Background: an optimization exercise with open tools, aiming at small area. Do not read the settings as production practice.
Function not checked in this run: the RTL went through the layout flow alone.
Power figures rest on the tool's default switching activity, not on a simulated workload.

==> flow/design.v <==
`default_nettype none
module DRAM_WRITE #(parameter                             MAXBURST_LOG   = 4, 
                    parameter                             WRITENUM_SIZE  = 32,  
                    parameter                             DRAM_ADDRSPACE = 64,
                    parameter                             DRAM_DATAWIDTH = 512)
                   (input  wire                           CLK,
                    input  wire                           RST,
                    input  wire                           WRITE_REQ,
                    input  wire [DRAM_ADDRSPACE-1     :0] WRITE_INITADDR,
                    input  wire [WRITENUM_SIZE        :0] WRITE_NUM,
                    input  wire [DRAM_DATAWIDTH-1     :0] WRITE_DATA,
                    output wire                           WRITE_DATA_ACCEPTABLE,
                    output wire                           WRITE_RDY,
                    output wire                           WRITE_REQ_DONE,
                    input  wire [DRAM_DATAWIDTH-1     :0] AVALON_MM_READDATA,       
                    input  wire                           AVALON_MM_READDATAVALID,  
                    input  wire                           AVALON_MM_WAITREQUEST,
                    output wire [DRAM_ADDRSPACE-1     :0] AVALON_MM_ADDRESS,
                    output wire                           AVALON_MM_READ,           
                    output wire                           AVALON_MM_WRITE,
                    input  wire                           AVALON_MM_WRITEACK,
                    output wire [DRAM_DATAWIDTH-1     :0] AVALON_MM_WRITEDATA,
                    output wire [(DRAM_DATAWIDTH>>3)-1:0] AVALON_MM_BYTEENABLE,
                    output wire [MAXBURST_LOG         :0] AVALON_MM_BURSTCOUNT);
  localparam MAXBURST_NUM  = (1 << MAXBURST_LOG);
  localparam ACCESS_STRIDE = ((DRAM_DATAWIDTH>>3) << MAXBURST_LOG);
  reg [1:0]                          state;
  reg                                busy;
  reg [DRAM_ADDRSPACE-1:0]           address;
  reg                                write_request;
  reg [MAXBURST_LOG:0]               remaining_datanum;
  reg [MAXBURST_LOG:0]               burstcount;
  reg [MAXBURST_LOG:0]               last_burstcount;
  reg [WRITENUM_SIZE-MAXBURST_LOG:0] burstnum;   
  always @(posedge CLK) begin
    if (RST) begin
      state             <= 0;
      busy              <= 0;
      address           <= 0;
      write_request     <= 0;
      remaining_datanum <= 0;
      burstcount        <= 0;
      last_burstcount   <= 0;
      burstnum          <= 0;
    end else begin
      case (state)
        0: begin
          if (WRITE_REQ) begin
            state           <= 1;
            busy            <= 1;
            address         <= WRITE_INITADDR;
            last_burstcount <= (WRITE_NUM[MAXBURST_LOG-1:0] == 0) ? MAXBURST_NUM : {1'b0, WRITE_NUM[MAXBURST_LOG-1:0]};
            burstnum        <= (WRITE_NUM + (MAXBURST_NUM-1)) >> MAXBURST_LOG;
          end
        end
        1: begin
          state             <= 2;
          write_request     <= 1;
          remaining_datanum <= (burstnum == 1) ? last_burstcount : MAXBURST_NUM;
          burstcount        <= (burstnum == 1) ? last_burstcount : MAXBURST_NUM;
        end
        2: begin
          if (!AVALON_MM_WAITREQUEST) begin
            remaining_datanum <= remaining_datanum - 1;
            if (remaining_datanum == 1) begin
              state         <= (burstnum == 1) ? 3 : 1;
              address       <= address + ACCESS_STRIDE;
              write_request <= 0;
              burstnum      <= burstnum - 1;
            end
          end
        end
        3: begin
          if (AVALON_MM_WRITEACK) begin
            state <= 0;
            busy  <= 0;
          end
        end
      endcase
    end
  end
  assign WRITE_DATA_ACCEPTABLE = &{~AVALON_MM_WAITREQUEST, write_request};
  assign WRITE_RDY             = ~busy;
  assign WRITE_REQ_DONE        = &{(state == 3), AVALON_MM_WRITEACK};
  assign AVALON_MM_ADDRESS     = address;
  assign AVALON_MM_READ        = 0;
  assign AVALON_MM_WRITE       = write_request;
  assign AVALON_MM_WRITEDATA   = WRITE_DATA;
  assign AVALON_MM_BYTEENABLE  = {(DRAM_DATAWIDTH>>3){1'b1}};
  assign AVALON_MM_BURSTCOUNT  = burstcount;
endmodule
module write(input  wire         clock,
             input  wire         resetn,
             input  wire [ 63:0] m_dst_addr,        
             input  wire [ 31:0] m_input_index,     
             output wire [ 31:0] m_output_value,    
             output reg          m_ready_out,
             input  wire         m_valid_in,
             output reg          m_valid_out,
             input  wire         m_ready_in,
             input  wire [511:0] dst_readdata,
             input  wire         dst_readdatavalid,
             input  wire         dst_waitrequest,
             output wire [ 31:0] dst_address,
             output wire         dst_read,
             output wire         dst_write,
             input  wire         dst_writeack,
             output wire [511:0] dst_writedata,
             output wire [ 63:0] dst_byteenable,
             output wire [  4:0] dst_burstcount);
  localparam WIDTH            = 32;
  localparam ELEMS_PER_ACCESS = (512/WIDTH);
  wire              CLK;
  wire              RST;
  wire              start;
  reg  [ 31:0]      cycle;
  reg               finish;
  reg               returned;
  reg  [  1:0]      state;
  reg               request;
  reg  [ 31:0]      init_waddr;
  reg  [ 31:0]      datanum;
  wire [511:0]      din;
  wire              din_acceptable;
  wire              ready;
  wire              request_done;
  assign CLK            = clock;
  assign RST            = ~resetn;
  assign start          = &{m_ready_out, m_valid_in};
  assign m_output_value = cycle;
  DRAM_WRITE #(4, 31, 32, 512)
  dram_write(CLK,
             RST, 
             request,
             init_waddr,
             datanum,
             din,
             din_acceptable,
             ready,
             request_done,
             dst_readdata,
             dst_readdatavalid,
             dst_waitrequest,
             dst_address,
             dst_read,
             dst_write,
             dst_writeack,
             dst_writedata,
             dst_byteenable,
             dst_burstcount);
  always @(posedge CLK) begin
    if (RST || start) begin
      cycle  <= 0;
      finish <= 0;
    end else begin
      if (~|{request_done, finish}) cycle  <= cycle + 1;
      if (request_done)             finish <= 1;
    end
  end
  genvar i;
  generate
    for (i=0; i<ELEMS_PER_ACCESS; i=i+1) begin: element
      reg [WIDTH-1:0] value;
      always @(posedge CLK) begin
        if      (RST || start)   value <= i;
        else if (din_acceptable) value <= value + ELEMS_PER_ACCESS;
      end
      assign din[WIDTH*(i+1)-1:WIDTH*i] = value;
    end
  endgenerate
  always @(posedge CLK) begin
    if (RST) begin
      returned    <= 0;
      m_ready_out <= 1;
      m_valid_out <= 0;
    end else if (start) begin
      returned    <= 0;
      m_ready_out <= 0;
      m_valid_out <= 0;
    end else begin
      if (&{m_valid_out, m_ready_in}) begin
        returned    <= 1;
        m_ready_out <= 1;
        m_valid_out <= 0;
      end else begin
        m_valid_out <= (&{finish, ~returned}); 
      end
    end
  end
  always @(posedge CLK) begin
    if (RST) begin
      state      <= 0;
      request    <= 0;
      init_waddr <= 0;
      datanum    <= 0;
    end else begin
      case (state)
        0: begin
          if (start) begin
            state      <= 1;
            request    <= 1;
            init_waddr <= m_dst_addr;
            datanum    <= (m_input_index + (ELEMS_PER_ACCESS-1)) >> 4;   
          end
        end
        1: begin
          state   <= 2;
          request <= 0;
        end
        2: begin
          if (finish) state <= 0;
        end
      endcase
    end
  end
endmodule
`default_nettype wire
==> flow/run.sh <==
#!/bin/bash
# synth_recipe.tcl (not shown) runs the flow's synth.tcl, then flattens the netlist and writes it again
# the make line also repeats each setting of config.mk as NAME=value (left out here)
make -C /OpenROAD-flow-scripts/flow DESIGN_CONFIG=/design/flow/config.mk WORK_HOME=/design/flow/orfs CLKGATE_MAP_FILE= SYNTH_SCRIPT=/design/flow/synth_recipe.tcl finish
==> flow/config.mk <==
export PLATFORM = sky130hd
export DESIGN_NAME = write
export DESIGN_NICKNAME = write
export VERILOG_FILES = /design/flow/design.v
export SDC_FILE = /design/flow/constraint.sdc
export NUM_CORES = 4
export LEC_CHECK = 0
export CAP_MARGIN = 20
export CORE_AREA = 5 5 455 455
export DIE_AREA = 0 0 460 460
export SLEW_MARGIN = 20
==> flow/constraint.sdc <==
create_clock -name core_clock -period 4.0 [get_ports {clock}]
set_input_delay 0.8000 -clock core_clock [delete_from_list [all_inputs] [get_ports {clock}]]
set_output_delay 0.8000 -clock core_clock [all_outputs]
set_load 0.01 [all_outputs]
==> run summary <==
[registers in the layout, indices dropped and copies added, names as in the netlist, 2 cells and up]
signal / cells
dram_write.state: 2
datanum: 28
dram_write.burstcount: 5
state: 2
dram_write.last_burstcount: 5
dram_write.remaining_datanum: 5
dram_write.address: 32
init_waddr: 32
dram_write.burstnum: 28
cycle: 32
element.value: 448
[kinds of logic (layout without fill, tap and decap cells)]
kind of cell / count (synthesis) / count (layout) / share of synthesized area, %
and+or+nand+nor: 1689 / 1689 / 28.8
DFF: 625 / 625 / 42.2
xor gates and xnor gates: 454 / 454 / 13.4
AOI/OAI and AO/OA: 396 / 396 / 8.04
buffers and inverters: 368 / 844 / 6.38
adders and majority gates: 25 / 25 / 1.05
muxes: 4 / 4 / 0.135
other: 2 / 135 / 0.0253
[report_power, final]
| group | internal (µW) | total [µW] | switching [µW] |
|---|---|---|---|
| Sequential | 6460 | 6750 | 283 |
| Clock | 3970 | 6830 | 2860 |
| Combinational | 722 | 2060 | 1340 |
| Total | 11200 | 15600 | 4490 |
[metrics by stage]
| step | worst slack, ns | power (µW) |
|---|---|---|
| CTS | 0.932 | 15900 |
| finish | 1.06 | 15600 |
| global route | 0.843 | 16400 |
| detailed placement | 0.560 | 8920 |
| global placement | 0.584 | 8880 |
| floorplan | 1.53 | 8280 |
[path summary, 6_finish.rpt]
| check | depth (start not counted) | endpoint | startpoint | slack (ns) |
|---|---|---|---|---|
| worst min register to register | 2 | dram_write.address[0]$_SDFFE_PN0P_ | init_waddr[0]$_SDFFE_PN0P_ | 0.45 |
| worst min-delay path | 2 | dram_write.address[0]$_SDFFE_PN0P_ | init_waddr[0]$_SDFFE_PN0P_ | 0.45 |
| worst max-delay path | 1 | dst_writedata[497] | element[15].value[17]$_SDFFE_PP0P_ | 1.06 |
| worst max register to register | 7 | element[11].value[30]$_SDFFE_PP0P_ | dram_write.write_request$_SDFFE_PN0P_ | 1.19 |
[metal layers]
metal  global-route usage (%)  vias up  part of all wire (%)
li1                         -    13200                     -
met1                     11.6    12900                    41
met2                     15.2     1021                    44
met3                     3.93      199                    10
met4                     4.30       10                   4.5
met5                        0        -                 0.059
[worst reg2reg max path, cell delays in order (launching register included)]
cell and delay [ns]:
dfxtp_1 0.35, buf_4 0.37, nand2b_2 0.38, buf_4 0.31
nor4_2 0.82, nand4_1 0.23, xor2_1 0.19, nor2_1 0.05
[final cells by class]
class	instances	area [µm²]	area share [%]
antenna	6	15.0	0.0368
clock buffer	100	2110	5.17
clock inverter	25	312	0.763
inverter	64	240	0.589
multi-input combinational	2697	15800	38.7
sequential	625	12500	30.7
tap	2672	3340	8.19
timing repair buffer	655	6480	15.9
[synthesized netlist by cell type, drive strengths merged (37+ instances only)]
cell | instances | share of area (%)
and2 | 37 | 0.78
a21oi | 172 | 2.9
buf | 165 | 3.8
and4 | 72 | 2.1
xor2 | 269 | 7.9
nor4 | 75 | 1.9
or3 | 38 | 0.80
nor2 | 509 | 6.4
nand2 | 334 | 4.2
dfxtp | 625 | 42
and3 | 86 | 1.8
nand4 | 181 | 3.9
nand3 | 188 | 3.3
inv | 63 | 0.80
nor3 | 91 | 1.6
clkbuf | 139 | 1.8
o21ai | 96 | 1.6
xnor2 | 185 | 5.5
==> impl_metrics.py <==
metrics = {
    "status": {
        "status": "timing/DRC/antenna clean",
    },
    "floorplan": {
        "ios": 1264,
        "die_y_um": 460,
        "rows": 165,
        "die_w_um": 460,
        "coreArea_um2": 202000,
        "initial_core_util_pct": 14.7,
        "die-area_um2": 212000,
    },
    "sta": {
        "hold_viol_final": 0,
        "hold_slack_ns": 0.446,
        "fin_crit_ns": 2.94,
        "tns_ns": 0,
        "fin_skew_ns": 0.0378,
        "setup_viol": 0,
        "slew_viol_final": 0,
        "worst_pin_slew_ns": 1.23,
        "max_slew_margin_pct": 18.1,
        "rsz0062_at_grt": "no",
        "post-route-period-util_pct": 73.6,
        "fmax_mhz": 340,
    },
    "final_layout": {
        "num-fill-cells": 22400,
        "layout_common_cells": "625 x dfxtp_1, 587 x clkdlybuf4s50_1, 509 x nor2_1",
        "fin_util_pct": 20.2,
        "final_nets": 4755,
        "drive_gt1_share_pct": 5.76,
        "final_cell_area_um2": 40800,
        "final_common_cell": "dfxtp_1",
        "instances_no_fill": 6844,
        "area_delta_synth_final_pct": 37.5,
    },
    "synth": {
        "seq_area_frac_synth_pct": 42.2,
        "ys_warn_count": 2,
        "synth.avg_cell_area_um2": 8.33,
        "syn_inst": 3563,
        "synth_area_um2": 29700,
        "async_flop_share_pct": 0,
        "synthFlopType": "dfxtp_1",
        "ys_ff_latch": 625,
        "synthDistinctLibCells": 74,
        "synth_enable_flop_cells": 0,
    },
    "clocking": {
        "clock-sinks": 625,
        "root_buffer": "clkbuf_16",
        "clk_pin_slew_ns": 0.06,
        "cts-resized-gates": 0,
        "clock_latency_ns": 0.67,
        "htree_levels": 3,
        "post_cts_buffers": 0,
        "clock_path_buffers": 3,
        "cts_hold_buf": 0,
        "cts_tree": "done",
        "cts_buffers": 72,
    },
    "setup_path": {
        "critPathTopFamily": "buffers and inverters",
        "crit_path_end_kind": "output pin",
        "cp_cell_sequence": "clkdlybuf4s50_1",
        "critPathMaxFanout": 7,
        "critPathBufInv": 1,
        "crit_required_ns": 3.20,
        "cp-start-kind": "register",
        "slowest_delay_ns": 1.01,
        "cp.arrival_ns": 2.14,
        "crit_type": "register to output pin",
        "critPathSlowestCell": "clkdlybuf4s50_1",
    },
    "global_routing": {
        "grt_max_degree": 88,
        "gr-total-overflow": 0,
        "antenna_found_initial": 11,
        "grt_util_all_layers_pct": 9.68,
        "grt_pass1_vias": 25300,
        "grt_pass1_wl_um": 160000,
    },
    "run": {
        "drv_cap": 0,
    },
    "routing": {
        "wirelength_um": 109000,
        "drc": 0,
        "first_pass_iters": 7,
        "drt_iter0_drc": 2045,
        "antenna_left": 0,
        "post_drt_wl_per_cell_um": 15.9,
        "via_per_inst": 4.00,
        "vias": 27400,
    },
    "placed_design": {
        "dp_hpwl_um": 82900,
        "placed_area_um2": 38300,
        "routabilityCongestion": 0.866,
        "io_buffers": 589,
        "dp_cells": 6712,
    },
    "pwr": {
        "power.density_nw_per_um2": 383,
        "peakVddDrop_v": 0.000266,
        "power_leakage_uw": 0.0132,
    },
    "worst_hold_path": {
        "hold_class": "register to register",
    },
}

[what the ideal ports hide]
No port has a modelled driver above. Below, the same layout with a new extraction and two added sets of constraints.
Step 1, drivers: a clkbuf_16 drives clock and a buf_2 each remaining input, both assumed.
Step 2 also shifts input and output timing later by t, the mid clock arrival at the registers, as if the neighbouring blocks saw the same clock.
Slacks: no drivers / after step 1 / after step 2; pairs: no drivers / after step 1.
t (ns): 0.718
slack for setup (ns): 1.055 / 0.991 / 0.628
hold WS [ns]: 0.446 / 0.446 / 0.446
worst setup path at the end: input to register
pins driven straight from the clock port: 1
After both steps this run still meets setup and hold. For this run, drivers alone change the setup slack by -0.064 ns; drivers and shift together by -0.427 ns.
